Context: an optimization exercise on an open-source flow, tuned for small area, a short achievable clock period and few clock cycles. The choices shown serve that exercise and are no tape-out recipe. Function was checked by simulation only, so behaviour that the tests miss may differ from the original. No activity file was given, so power comes from the tool's default toggle rates.

## flow/design.v (module list and top-level ports; edited modules follow where they fit)
// module mul_pp: 824 lines
// module flappy_cpu: 228 lines
module flappy_cpu(
    input         clk,
    input         rst,
    input         button,
    output [19:0] imem_addr,
    input  [31:0] imem_rdata,
    output [11:0] dmem_addr,
    output [31:0] dmem_wdata,
    output        dmem_we,
    input  [31:0] dmem_rdata,
    output [31:0] led,
    output        halted);
  // ...
==> flow/flow/run.sh <==
#!/bin/bash
set -euo pipefail
ARGS=(SETUP_SLACK_MARGIN=18.4 "BUFFER_PORTS_ARGS=-buffer_cell sky130_fd_sc_hd__buf_4")
bash standard.sh "${ARGS[@]}" cts > standard_to_cts.log 2>&1
bash standard.sh "${ARGS[@]}" SKIP_GATE_CLONING=1 finish > standard_finish.log 2>&1
==> flow/standard.sh <==
#!/bin/bash
# synth_recipe.tcl (not shown) runs the flow's synth.tcl, then flattens the netlist and writes it again
# the make line also repeats each setting of config.mk as NAME=value (left out here)
make -C /OpenROAD-flow-scripts/flow DESIGN_CONFIG=/design/flow/config.mk WORK_HOME=/design/flow/orfs CLKGATE_MAP_FILE= SYNTH_SCRIPT=/design/flow/synth_recipe.tcl "${@:-finish}"
==> flow/config.mk <==
export PLATFORM = sky130hd
export DESIGN_NAME = flappy_cpu
export DESIGN_NICKNAME = flappy_cpu
export VERILOG_FILES = /design/flow/design.v
export SDC_FILE = /design/flow/constraint.sdc
export NUM_CORES = 4
export LEC_CHECK = 0
export CAP_MARGIN = 20
export CORE_MARGIN = 2
export CORE_UTILIZATION = 55
export SLEW_MARGIN = 20
==> flow/constraint.sdc <==
create_clock -name core_clock -period 25.0 [get_ports {clk}]
set_input_delay 5.0000 -clock core_clock [delete_from_list [all_inputs] [get_ports {clk}]]
set_output_delay 5.0000 -clock core_clock [all_outputs]
set_load 0.01 [all_outputs]
==> impl_metrics.toml, run 1 <==
[cts]
cts_root_buf = "clkbuf_16"
htree_levels = 4
clockBufferDepth = 3
hold_buffers = 0
clk_pin_slew_ns = 0.06
clock_latency_ns = 0.85

[grt]
use_met3_pct = 29.3
grt_use_total_pct = 55.5

[worst_setup_path]
r2r_slack_ns = 18.17
r2r_start = "s1_e[5]$_SDFFCE_PN0N_"
path_delay_family = "adder cells"
crit_arrival_ns = 7.47
path_buf_inv = 2
setup.worst_path.end = "res_m[29]$_DFF_P_"

[place]
dp.cells = 9669

[power]
p_comb_mw = 4.97
pwr-share-comb_pct = 48.8

[timing]
fin_ws_ns = 18.17
slew_viol_final = 0

[layout]
layout_common_cells = "edfxtp_1 (1,084), a22oi_1 (738), a21oi_1 (536)"
post-route-util_pct = 62.6
regMostFlops = "g_rf.q"
final_cells = 10000
clk_share_pct = 5.47

[floorplan]
die-height_um = 390

[yosys]
yosysTopAreaCell = "edfxtp_1"
synth_top_family_by_area = "compound AO/OA/AOI/OAI gates"

[hold_path]
min_to = "led_r[18]$_SDFFE_PP0P_"

[run_status]
outcome = "complete, no violations"

[detailed_routing]
first_pass_iters = 15
drtIter0Drc = 17500
drc = 0
Testbench counts, summed over its fixed seeds: cycles 135,304.
==> module flappy_cpu, before the edit <==
module flappy_cpu(
    input         clk,
    input         rst,
    input         button,
    output [19:0] imem_addr,
    input  [31:0] imem_rdata,
    output [11:0] dmem_addr,
    output [31:0] dmem_wdata,
    output        dmem_we,
    input  [31:0] dmem_rdata,
    output [31:0] led,
    output        halted);
   reg [31:2] pc;         
   reg [31:0] ir;         
   reg        ec_e;       
   reg [31:2] pc_e;       
   reg        pred_e;     
   reg        v_e;        
   reg        halted_r;
   reg [31:0] led_r;
   reg [31:0] res_m;      
   reg [31:0] sd_m;       
   reg [31:0] m2_m;       
   reg [31:0] m3_m;
   reg [13:0] t31_m;      
   reg [4:0]  rd_m;
   reg        wb_m;       
   reg        ld_m;
   reg        lbu_m;
   reg        st_m;
   reg        mul_m;
   wire [4:0] opc = ir[6:2];
   wire [2:0] f3  = ir[14:12];
   wire is_load  = opc == 5'b00000;
   wire is_opi   = opc == 5'b00100;
   wire is_auipc = opc == 5'b00101;
   wire is_store = opc == 5'b01000;
   wire is_op    = opc == 5'b01100;
   wire is_lui   = opc == 5'b01101;
   wire is_br    = opc == 5'b11000;
   wire is_jalr  = opc == 5'b11001;
   wire is_jal   = opc == 5'b11011;
   wire is_ecall = ec_e;
   wire is_mul   = is_op & ir[25];
   wire [4:0] ra1 = ir[19:15];
   wire [4:0] ra2 = ir[24:20];
   wire [4:0] rd  = ir[11:7];
   wire use1 = ~(is_lui | is_auipc | is_jal);
   wire use2 = is_op | is_store | is_br | is_ecall;
   wire writes_rd = is_load | is_opi | is_op | is_auipc | is_lui | is_jal | is_jalr;
   wire [31:0] imm_i = {{20{ir[31]}}, ir[31:20]};
   wire [31:0] imm_s = {{20{ir[31]}}, ir[31:25], ir[11:7]};
   wire [31:0] imm_b = {{19{ir[31]}}, ir[31], ir[7], ir[30:25], ir[11:8], 1'b0};
   wire [31:0] imm_u = {ir[31:12], 12'b0};
   wire [31:0] imm_j = {{11{ir[31]}}, ir[31], ir[19:12], ir[20], ir[30:21], 1'b0};
   wire        rf_we = wb_m;
   wire [31:0] wd;
   wire [31:0] rv [0:31];
   assign rv[0] = 32'd0;
   genvar gi;
   generate
      for (gi = 1; gi < 32; gi = gi + 1) begin : g_rf
         reg [31:0] q;
         always @(posedge clk)
            if (gi == 31 && button)
               q <= 32'd1;
            else if (rf_we && rd_m == gi)
               q <= wd;
         assign rv[gi] = q;
      end
   endgenerate
   reg [31:1] s1_e, s2_e;
   reg [31:0] r1, r2;
   integer k;
   always @(*) begin
      r1 = 32'd0;
      r2 = 32'd0;
      for (k = 1; k < 32; k = k + 1) begin
         r1 = r1 | (rv[k] & {32{s1_e[k]}});
         r2 = r2 | (rv[k] & {32{s2_e[k]}});
      end
   end
   reg fw1_e, fw2_e, dep_e;
   wire [31:0] a  = fw1_e ? res_m : r1;
   wire [31:0] b2 = fw2_e ? res_m : r2;
   wire stall = v_e & dep_e;
   wire [31:0] b = (is_op | is_br) ? b2 : (is_store ? imm_s : imm_i);
   wire sub = is_br | ((is_op | is_opi) & (f3[2:1] == 2'b01)) | (is_op & ir[30] & (f3 == 3'b000));
   wire [31:0] sum = a + (sub ? ~b : b) + {31'd0, sub};
   wire lt_s = (a[31] ^ b[31]) ? a[31] : sum[31];
   wire lt_u = (a[31] ^ b[31]) ? b[31] : sum[31];
   wire eq   = (a == b);
   wire        left = ~f3[2];
   wire [31:0] a_rev;
   wire [31:0] sh_r;
   wire [31:0] sh;
   generate
      for (gi = 0; gi < 32; gi = gi + 1) begin : g_rev
         assign a_rev[gi] = a[31 - gi];
         assign sh[gi] = left ? sh_r[31 - gi] : sh_r[gi];
      end
   endgenerate
   wire [31:0] sh_in = left ? a_rev : a;
   wire [32:0] sh_x  = {ir[30] & sh_in[31], sh_in};
   wire [32:0] sh_o  = $signed(sh_x) >>> b[4:0];
   assign sh_r = sh_o[31:0];
   reg [31:0] alu;
   always @(*) begin
      case (f3)
         3'b000: alu = sum;
         3'b001: alu = sh;
         3'b010: alu = {31'd0, lt_s};
         3'b011: alu = {31'd0, lt_u};
         3'b100: alu = a ^ b;
         3'b101: alu = sh;
         3'b110: alu = a | b;
         default: alu = a & b;
      endcase
   end
   wire [31:0] tgt  = {pc_e, 2'b00} + (is_jal ? imm_j : (is_br ? imm_b : imm_u));
   wire [31:2] link = pc_e + 30'd1;
   wire [31:0] res = is_lui ? imm_u :
                     is_auipc ? tgt :
                     (is_jal | is_jalr) ? {link, 2'b00} :
                     is_mul ? mul_r0 :
                     (is_op | is_opi) ? alu : sum;
   wire [31:0] mul_r0, mul_r1, mul_r2, mul_r3;
   wire [13:0] mul_t31;
   mul_pp u_mul(.a(r1), .b(r2), .r0(mul_r0), .r1(mul_r1), .r2(mul_r2), .r3(mul_r3), .t31(mul_t31));
   wire        br_sgn = ~f3[1];
   wire        br_lt  = {a[31] ^ br_sgn, a[30:0]} < {b2[31] ^ br_sgn, b2[30:0]};
   wire        br_eq  = (a == b2);
   wire cond = f3[2] ? (br_lt ^ f3[0]) : (br_eq ^ f3[0]);
   wire go    = v_e & ~stall;
   wire taken    = is_jal | is_jalr | (is_br & cond);
   wire redirect = go & (pred_e ? ~taken : taken);
   wire [31:2] target = pred_e ? link : (is_jalr ? sum[31:2] : tgt[31:2]);
   wire a7_34    = (a == 32'd34);
   wire halt_now = go & is_ecall & ~a7_34;
   wire led_now  = go & is_ecall & a7_34;
   wire if_ec = (imem_rdata[6:2] == 5'b11100) & ~imem_rdata[21];
   wire [31:0] if_ir = imem_rdata | {8'd0, if_ec, 1'b0, if_ec, 1'b0, if_ec, 3'd0, if_ec, 15'd0};
   wire [31:0] if_s1 = 32'd1 << if_ir[19:15];
   wire [31:0] if_s2 = 32'd1 << if_ir[24:20];
   wire [4:0] if_op  = imem_rdata[6:2];
   wire if_use1 = ~((if_op == 5'b01101) | (if_op == 5'b00101) | (if_op == 5'b11011));
   wire if_use2 = (if_op == 5'b01100) | (if_op == 5'b01000) | (if_op == 5'b11000) | if_ec;
   wire wb_next = go & writes_rd & (rd != 5'd0);
   wire if_m1   = wb_next & (if_ir[19:15] == rd);
   wire if_m2   = wb_next & (if_ir[24:20] == rd);
   wire if_mul  = (if_op == 5'b01100) & imem_rdata[25];
   wire if_dep  = ((is_load | is_mul) & ((if_use1 & if_m1) | (if_use2 & if_m2))) |
                  (if_mul & (if_m1 | if_m2));
   wire        if_pred = (imem_rdata[6:2] == 5'b11000) & (&{imem_rdata[31:28], imem_rdata[7]});
   wire [6:0]  if_lo   = {1'b0, pc[7:2]} + {1'b0, imem_rdata[27:25], imem_rdata[11:9]};
   wire [31:8] pc_hi_m1 = pc[31:8] - 24'd1;
   wire [31:2] if_tgt  = {if_lo[6] ? pc[31:8] : pc_hi_m1, if_lo[5:0]};
   always @(posedge clk) begin
      if (rst) begin
         pc       <= 30'd0;
         v_e      <= 1'b0;
         halted_r <= 1'b0;
         led_r    <= 32'd0;
      end else if (!halted_r) begin
         if (halt_now) begin
            halted_r <= 1'b1;
            v_e      <= 1'b0;
         end else if (!stall) begin
            pc  <= redirect ? target : (if_pred ? if_tgt : pc + 30'd1);
            v_e <= ~redirect;
         end
         if (led_now)
            led_r <= b2;
      end
      if (!stall) begin
         ir     <= if_ir;
         ec_e   <= if_ec;
         pc_e   <= pc;
         pred_e <= if_pred;
         s1_e <= if_s1[31:1];
         s2_e <= if_s2[31:1];
         fw1_e  <= if_m1;
         fw2_e  <= if_m2;
         dep_e  <= if_dep;
      end else begin
         fw1_e  <= 1'b0;
         fw2_e  <= 1'b0;
         dep_e  <= 1'b0;
      end
   end
   wire issue = go & ~halted_r & ~rst;
   always @(posedge clk) begin
      res_m <= res;
      sd_m  <= is_mul ? mul_r1 : b2;
      m2_m  <= mul_r2;
      m3_m  <= mul_r3;
      t31_m <= mul_t31;
      rd_m  <= rd;
      wb_m  <= issue & writes_rd & (rd != 5'd0);
      ld_m  <= is_load;
      lbu_m <= f3[2];
      st_m  <= issue & is_store;
      mul_m <= is_mul;
   end
   reg [7:0] lbyte;
   always @(*) begin
      case (res_m[1:0])
         2'd0: lbyte = dmem_rdata[7:0];
         2'd1: lbyte = dmem_rdata[15:8];
         2'd2: lbyte = dmem_rdata[23:16];
         default: lbyte = dmem_rdata[31:24];
      endcase
   end
   wire [31:0] m3x = {m3_m[31] ^ (^t31_m), m3_m[30:0]};
   wire [31:0] p1s = res_m ^ sd_m ^ m2_m;
   wire [31:0] p1c = (res_m & sd_m) | (res_m & m2_m) | (sd_m & m2_m);
   wire [31:0] p2s = p1s ^ {p1c[30:0], 1'b0} ^ m3x;
   wire [31:0] p2c = (p1s & {p1c[30:0], 1'b0}) | (p1s & m3x) | ({p1c[30:0], 1'b0} & m3x);
   wire [31:0] prod = p2s + {p2c[30:0], 1'b0};
   assign wd = ld_m ? (lbu_m ? {24'd0, lbyte} : dmem_rdata) :
               mul_m ? prod : res_m;
   assign imem_addr  = pc[21:2];
   assign dmem_addr  = res_m[13:2];
   assign dmem_wdata = sd_m;
   assign dmem_we    = st_m;
   assign led        = led_r;
   assign halted     = halted_r;
endmodule
==> run 2: changes to the inputs <==
--- a/flow/design.v
+++ b/flow/design.v
@@ -953,7 +953,4 @@
    wire [13:0] mul_t31;
-   mul_pp u_mul(.a(r1), .b(r2), .r0(mul_r0), .r1(mul_r1), .r2(mul_r2), .r3(mul_r3), .t31(mul_t31));
-   wire        br_sgn = ~f3[1];
-   wire        br_lt  = {a[31] ^ br_sgn, a[30:0]} < {b2[31] ^ br_sgn, b2[30:0]};
-   wire        br_eq  = (a == b2);
-   wire cond = f3[2] ? (br_lt ^ f3[0]) : (br_eq ^ f3[0]);
+   mul_pp u_mul(.a(a), .b(b2), .r0(mul_r0), .r1(mul_r1), .r2(mul_r2), .r3(mul_r3), .t31(mul_t31));
+   wire cond = f3[2] ? ((f3[1] ? lt_u : lt_s) ^ f3[0]) : (eq ^ f3[0]);
    wire go    = v_e & ~stall;
@@ -975,9 +972,7 @@
    wire if_m2   = wb_next & (if_ir[24:20] == rd);
-   wire if_mul  = (if_op == 5'b01100) & imem_rdata[25];
-   wire if_dep  = ((is_load | is_mul) & ((if_use1 & if_m1) | (if_use2 & if_m2))) |
-                  (if_mul & (if_m1 | if_m2));
-   wire        if_pred = (imem_rdata[6:2] == 5'b11000) & (&{imem_rdata[31:28], imem_rdata[7]});
-   wire [6:0]  if_lo   = {1'b0, pc[7:2]} + {1'b0, imem_rdata[27:25], imem_rdata[11:9]};
-   wire [31:8] pc_hi_m1 = pc[31:8] - 24'd1;
-   wire [31:2] if_tgt  = {if_lo[6] ? pc[31:8] : pc_hi_m1, if_lo[5:0]};
+   wire if_dep  = (is_load | is_mul) & ((if_use1 & if_m1) | (if_use2 & if_m2));
+   wire        if_pred = (imem_rdata[6:2] == 5'b11000) & (&{imem_rdata[31:26], imem_rdata[7]});
+   wire [4:0]  if_lo   = {1'b0, pc[5:2]} + {1'b0, imem_rdata[25], imem_rdata[11:9]};
+   wire [31:6] pc_hi_m1 = pc[31:6] - 26'd1;
+   wire [31:2] if_tgt  = {if_lo[4] ? pc[31:6] : pc_hi_m1, if_lo[3:0]};
    always @(posedge clk) begin
@@ -992,5 +987,5 @@
             v_e      <= 1'b0;
-         end else if (!stall) begin
-            pc  <= redirect ? target : (if_pred ? if_tgt : pc + 30'd1);
-            v_e <= ~redirect;
+         end else begin
+            pc  <= redirect ? target : (stall ? pc_e : (if_pred ? if_tgt : pc + 30'd1));
+            v_e <= ~(redirect | stall);
          end
@@ -999,17 +994,11 @@
       end
-      if (!stall) begin
-         ir     <= if_ir;
-         ec_e   <= if_ec;
-         pc_e   <= pc;
-         pred_e <= if_pred;
-         s1_e <= if_s1[31:1];
-         s2_e <= if_s2[31:1];
-         fw1_e  <= if_m1;
-         fw2_e  <= if_m2;
-         dep_e  <= if_dep;
-      end else begin
-         fw1_e  <= 1'b0;
-         fw2_e  <= 1'b0;
-         dep_e  <= 1'b0;
-      end
+      ir     <= if_ir;
+      ec_e   <= if_ec;
+      pc_e   <= pc;
+      pred_e <= if_pred;
+      s1_e   <= if_s1[31:1];
+      s2_e   <= if_s2[31:1];
+      fw1_e  <= if_m1;
+      fw2_e  <= if_m2;
+      dep_e  <= if_dep;
    end
==> run 2 against run 1 <==
- combinational power increased by 1%
- critical path type unchanged
- largest cell class unchanged
- cell count down 1.2%
- die area fell by 3.2%
- still clean
- flip-flop and latch count stayed put
- synthesized cell count fell by 0.73%
- largest power group unchanged
==> impl_metrics.toml, run 2 <==
[yosys]
syn_area_mm2 = 0.0793
synthTopCellsByCount = "edfxtp_1 (960), a21oi_1 (700), nand2_1 (616)"
ys_seq_area_share_pct = 45.6
synth_edf_count = 960
ys_ff_latch = 1325
synth_area_leaders = "edfxtp_1 (36%), dfxtp_1 (9.2%), a22oi_1 (5.7%)"
async_flop_share_pct = 0
synth_ff_type = "edfxtp_1"
yosys_warnings = 1
syn_inst = 7882
synth_cell_type_count = 91
yosys.area.top_type_share_pct = 36.4
syn_nets = 8335
syn_area_per_cell_um2 = 10.1
yosysTopAreaCell = "edfxtp_1"
yosysMostFrequentCell = "edfxtp_1"

[detailed_routing]
ant_nets = 0
vias_per_cell = 8.04
wl_mm = 414
first_pass_iters = 15
drc = 0
drtIter0Drc = 16900
vias = 79500
wire_per_inst_um = 41.9

[timing]
fin_crit_ns = 6.87
worst_clock_skew_ns = 0.0816
setup_tns_ns = 0
rsz0062_at_grt = "yes"
finalCritPeriodShare_pct = 27.5
slew_viol_final = 0
tightest_slew_ns = 1.36
max-slew-margin-rel_pct = 8.99
max_freq_mhz = 146
setup_viol = 0
hold_viol_final = 0

[grt]
grt_pass1_vias = 71900
grt_max_degree = 93
use_met3_pct = 30.4
grt_pass1_wl_mm = 560
grt_use_total_pct = 54.4
grt_overflow = 0
grt_use_met2_pct = 69.5
busiest_layer = "met2"
use_met1_pct = 69.1
antenna_found_initial = 33

[cts]
clock_latency_ns = 0.84
clockBufferDepth = 3
cts_root_buf = "clkbuf_16"
cts_tree = "yes"
clk_pin_slew_ns = 0.06
htree_levels = 4
clock_sinks = 1325
numCtsBuffers = 144

[floorplan]
die_x_um = 384
rows = 139
core_mm2 = 0.143
die-height_um = 384
initial_core_util_pct = 55.3
boundaryPins = 165
die-area_mm2 = 0.147

[layout]
finalNetCount = 8281
drive_above_1_share_pct = 14.3
syn_to_final_growth_pct = 13.7
fill_cells = 11700
largest_reg_flops = 992
layout_common_cells = "edfxtp_1 (960), a21oi_1 (651), nand2_1 (609)"
regMostFlops = "g_rf.q"
final_cells = 9888
final_common_cell = "edfxtp_1"

[power]
leakagePower_nw = 32.3
p_total_mw = 10.2
ir_drop_v = 0.000189
powerDensity_mw_per_mm2 = 113

[worst_setup_path]
crit_path_start_kind = "register"
path_delay_family = "compound AO/OA/AOI/OAI gates"
crit_path_end_kind = "register"
crit_arrival_ns = 7.53
cp.required_ns = 25.66
path_buf_inv = 10
critPathMaxStageDelay_ns = 0.40
critPathMaxFanout = 28
crit_top_cell = "buf_12"
cpMaxStageDelayCell = "or3_4"
crit_type = "register to register"

[place]
dp.cells = 9525
routabilityCongestion = 1.03
place.port_buffers = 162
dp_hpwl_mm = 255

[hold_path]
hold_path.class = "register to register"

[job]
drv_cap = 0

[run_status]
outcome = "complete, no violations"
[run 2: changes by cell type after synthesis, moves of 84 or more]
| cell | change |
|---|---|
| a22oi_1 | -135 |
| clkbuf_1 | +84 |
| a21oi_1 | +141 |
| a22o_1 | +120 |
| o221ai_1 | -88 |
| edfxtp_1 | -124 |
| a221oi_1 | +128 |
| dfxtp_1 | +124 |
[run 2: kinds of logic (layout without fill, tap and decap cells)]
kind of cell | count (synthesis) | count (layout) | share of synthesized area, %
AOI/OAI and AO/OA | 2908 | 2908 | 25.1
and+or+nand+nor | 1776 | 1776 | 10.2
muxes | 218 | 218 | 2.97
DFF | 1325 | 1325 | 45.6
other | 0 | 38 | 0
adders and majority gates | 411 | 411 | 8.24
buffers and inverters | 955 | 1020 | 4.76
xor gates and xnor gates | 289 | 289 | 3.19
[run 2: path summary, 6_finish.rpt]
kind,start,end,slack (ns),depth (start not counted)
min,pc[31]$_SDFFE_PP0P_,pc_e[31]$_DFF_P_,0.38,0
max reg2reg,fw2_e$_DFF_P_,pc[21]$_SDFFE_PP0P_,18.13,30
min reg2reg,pc[31]$_SDFFE_PP0P_,pc_e[31]$_DFF_P_,0.38,0
max,fw2_e$_DFF_P_,pc[21]$_SDFFE_PP0P_,18.13,30
[run 2: cell type report]
type                            count  area [um2]  area share, %
Multi-Input combinational cell   5602       40800           45.3
Timing Repair Buffer              526        4710           5.23
Clock buffer                      184        3910           4.34
Tap cell                         1903        2380           2.64
Inverter                          228         907           1.01
Timing Repair inverter              1        5.00        0.00555
Clock inverter                     81        1030           1.15
Sequential cell                  1325       36300           40.3
Antenna cell                       38        95.1          0.106
[run 2: metal layers]
metal / part of all wire [%] / vias to the layer above / routed length, um
li1: - / 30200 / -
met1: 34 / 37700 / 139000
met2: 37 / 9049 / 152000
met3: 20 / 2585 / 83100
met4: 9.4 / 28 / 39100
met5: 0.11 / - / 444
[run 2: metrics by stage]
stage / cell area, um2 / hold slack, ns / utilization (%) / setup slack [ns]
finish: 90100 / 0.381 / 62.9 / 18.13
global route: 90000 / 0.390 / 62.8 / 18.07
CTS: 88900 / 0.382 / 62.0 / 18.40
detailed placement: 83200 / 0.375 / 58.1 / 16.88
global placement: 83200 / 0.370 / 58.1 / 16.92
floorplan: 79400 / 0.329 / - / 18.16
[run 2: what timing repair did]
action	in CTS	in global routing
pin swaps	3	26
hold buffers	0	0
setup buffers	8	49
resized for setup	168	149
setup endpoints to repair	138	134
endpoints found under the hold margin	0	0
gates cloned	3	0
[run 2: worst reg2reg max path: cells and delay by family, from the launching register on]
kind,cells,cell delay [ns]
buffers and inverters,10,1.94
adders and majority gates,1,0.37
DFF,1,0.34
AOI/OAI and AO/OA,12,2.38
muxes,2,0.66
and+or+nand+nor,4,0.89
xor gates and xnor gates,1,0.14
[run 2: power breakdown]
part	switching (mW)	total (mW)	internal (mW)
sequential	0.214	2.93	2.72
combinational	3.39	5.03	1.64
clock	1.01	2.26	1.25
total	4.61	10.2	5.61
Testbench counts of run 2, summed over its fixed seeds: cycles 135,499.
==> run 3: changes to the inputs <==
--- a/flow/config.mk
+++ b/flow/config.mk
@@ -10,2 +10,3 @@
 export CORE_UTILIZATION = 55
+export PLACE_DENSITY = 0.7
 export SLEW_MARGIN = 20
==> run 3 against run 2 <==
- first-iteration DRC count rose by 0.75%
- still clean
- register-to-register slack got worse by 0.03 ns
- count of clock-buffer cells in the layout rose by 6
- cell count fell by 0.24%
- area after synthesis did not move
- hold slack improved by 0.0028 ns
- critical path depth fell by 6
- final area fell by 0.21%
- sequential power barely moved
- global-route usage fell by 1.5 points
- power fell by 0.97%
- largest power group unchanged
==> impl_metrics.toml, run 3 <==
[run_status]
outcome = "complete, no violations"

[floorplan]
boundaryPins = 165
die-height_um = 384
rows = 139
die_x_um = 384
die-area_mm2 = 0.147
core_mm2 = 0.143
initial_core_util_pct = 55.3

[layout]
post-route-util_pct = 62.8
drive_above_1_share_pct = 14.1
finalNetCount = 8275
fill_cells = 11600
final_common_cell = "edfxtp_1"
regMostFlops = "g_rf.q"
largest_reg_flops = 992
layout_common_cells = "edfxtp_1 (960), a21oi_1 (655), nand2_1 (609)"
syn_to_final_growth_pct = 13.4
final_cells = 9864

[yosys]
yosysMostFrequentCell = "edfxtp_1"
synth_edf_count = 960
syn_area_per_cell_um2 = 10.1
async_flop_share_pct = 0
ys_seq_area_share_pct = 45.6
syn_area_mm2 = 0.0793
syn_inst = 7882
yosys.area.top_type_share_pct = 36.4
syn_nets = 8335
ys_ff_latch = 1325
synth_cell_type_count = 91
yosysTopAreaCell = "edfxtp_1"
yosys_warnings = 1
synth_ff_type = "edfxtp_1"
synthTopCellsByCount = "edfxtp_1 (960), a21oi_1 (700), nand2_1 (616)"
synth_area_leaders = "edfxtp_1 (36%), dfxtp_1 (9.2%), a22oi_1 (5.7%)"

[grt]
grt_pass1_wl_mm = 547
antenna_found_initial = 18
grt_max_degree = 83
grt_overflow = 0
grt_use_total_pct = 52.9
grt_pass1_vias = 71800

[detailed_routing]
first_pass_iters = 15
drc = 0
ant_nets = 0
vias = 79500
drtIter0Drc = 17000
wl_mm = 404
vias_per_cell = 8.06
wire_per_inst_um = 40.9

[timing]
setup_viol = 0
max_freq_mhz = 145
hold_viol_final = 0
max-slew-margin-rel_pct = 12.6
fin_ws_ns = 18.11
tightest_slew_ns = 1.31
hold_slack_ns = 0.384
fin_crit_ns = 6.89
slew_viol_final = 0
worst_clock_skew_ns = 0.0596
finalCritPeriodShare_pct = 27.6
setup_tns_ns = 0
rsz0062_at_grt = "yes"

[power]
clkPwrFrac_pct = 22.5
powerDensity_mw_per_mm2 = 112
p_seq_share_pct = 28.9
switching_power_mw = 4.48
power.internal_mw = 5.64
leakagePower_nw = 32.3
ir_drop_v = 0.000133
pwr-share-comb_pct = 48.6
p_sw_share_pct = 44.3

[worst_setup_path]
critPathMaxStageDelay_ns = 0.83
cp.required_ns = 25.63
cpMaxStageDelayCell = "dfxtp_2"
crit_path_start_kind = "register"
critPathMaxFanout = 41
crit_arrival_ns = 7.52
r2r_slack_ns = 18.11
crit_path_end_kind = "register"
path_cells = "buf_4, a22oi_1, nand2_1, nor3_1, a2bb2oi_2, buf_4, ha_2, a21o_1, a21o_1, a21oi_1, inv_1, o21ai_0, a21oi_1, o31a_1, or3_1, a31oi_4, mux2i_4, a211oi_1, nor3_2, mux2i_1, o211ai_4, buf_12, o21ba_2, a221oi_1"
crit_type = "register to register"

[cts]
clock_sinks = 1325
clock_latency_ns = 0.83
numCtsBuffers = 142
clk_pin_slew_ns = 0.06
cts_root_buf = "clkbuf_16"
htree_levels = 4
clockBufferDepth = 3
cts_tree = "yes"

[place]
dp.cells = 9533
dp_slack_ns = 17.14
place.port_buffers = 162
routabilityCongestion = 1.06
dp_hpwl_mm = 253

[hold_path]
hold_path.class = "register to register"

[job]
drv_cap = 0
## run 3: cell counts after synthesis
No cell type changed its count.
## run 3: cell type report
type,instances,area [um2],area share [%]
timing repair buffer,521,4600,5.12
tap,1903,2380,2.65
clock inverter,72,1000,1.12
multi-input combinational,5604,40700,45.3
sequential,1325,36300,40.4
clock buffer,190,3950,4.39
inverter,228,911,1.01
antenna,21,52.6,0.0584
## run 3: cells by family (layout without fill, tap and decap cells)
| group | Yosys count | after routing | synth area share [%] |
|---|---|---|---|
| xor+xnor | 289 | 289 | 3.19 |
| mux | 218 | 218 | 2.97 |
| buf+inv | 955 | 1011 | 4.76 |
| flops | 1325 | 1325 | 45.6 |
| fa+ha+maj | 411 | 411 | 8.24 |
| compound gates | 2908 | 2910 | 25.1 |
| simple gates | 1776 | 1776 | 10.2 |
| other cells | 0 | 21 | 0 |
## run 3: power by group through the flow
stage               logic, mW  registers (mW)  clock network (mW)
global route             5.06            2.91                2.34
floorplan                2.57            2.85                   0
detailed placement       4.43            2.94                   0
global placement         4.39            2.94                   0
finish                   4.91            2.93                2.28
CTS                      4.50            2.90                2.25
## run 3: routing by layer
layer  track usage [%]  vias to the layer above  wire [um]
li1                  -                    30100          -
met3              32.1                     2729      84200
met1              65.9                    37400     133000
met2              67.1                     9189     146000
met5              1.36                        -       1160
met4              35.8                       60      39100
## run 3: path summary, 6_finish.rpt
check	startpoint	endpoint	cells after the start
worst min register to register	pc[31]$_SDFFE_PP0P_	pc_e[31]$_DFF_P_	0
worst min-delay path	pc[31]$_SDFFE_PP0P_	pc_e[31]$_DFF_P_	0
worst max-delay path	s1_e[28]$_SDFF_PP0_	pc[30]$_SDFFE_PP0P_	24
worst max register to register	s1_e[28]$_SDFF_PP0_	pc[30]$_SDFFE_PP0P_	24
## run 3: metrics by stage
stage,cell area (um2),total power [mW]
after global routing,89900,10.3
final,89900,10.1
after CTS,88900,9.65
after global placement,83200,7.33
after detailed placement,83300,7.37
after floorplan,79400,5.41
## run 3: repair_timing
| action | 4_1_cts | 5_1_grt |
|---|---|---|
| gates resized for setup | 170 | 136 |
| setup buffers | 7 | 36 |
| hold buffers | 0 | 0 |
| setup endpoints to repair | 141 | 151 |
| gates cloned | 4 | 0 |
| pin swaps | 7 | 10 |
## run 3: worst max-delay path: cells and delay by family (launching register included)
kind                     cells  cell delay (ns)
AND/OR/NAND/NOR              4             0.91
multiplexers                 2             0.64
flip-flops                   1             0.83
adder cells (fa/ha/maj)      1             0.43
AO/OA/AOI/OAI               13             2.40
buffers and inverters        4             1.39

## re-timing with driven ports
The results above use ideal ports. As a check the final layouts listed here were re-extracted and re-timed, cells and wires unchanged. Step 1 (the two cells are an assumption about what drives the block):
set clk [get_ports {clk}]
set_driving_cell -lib_cell sky130_fd_sc_hd__clkbuf_16 $clk
set_driving_cell -lib_cell sky130_fd_sc_hd__buf_2 [delete_from_list [all_inputs] $clk]
Step 2 times the ports against the registers' clock, not the clock port: input delays grow and output delays shrink by t, the midpoint of the rising clock arrivals with the driver on. a / b / c = no drivers / after step 1 / after step 2; a / b = the first two.
run	shift t [ns]	setup WS [ns]	worst setup path at the end
run 1	0.899	18.175 / 18.175 / 17.354	input to register
run 2	0.883	18.133 / 18.132 / 17.645	input to register
run 3	0.893	18.107 / 18.107 / 17.519	input to register
After both steps every run listed still meets setup and hold. The setup slack of run 1, which loses most, moves by 0.000 ns with the drivers and by -0.821 ns with both steps.
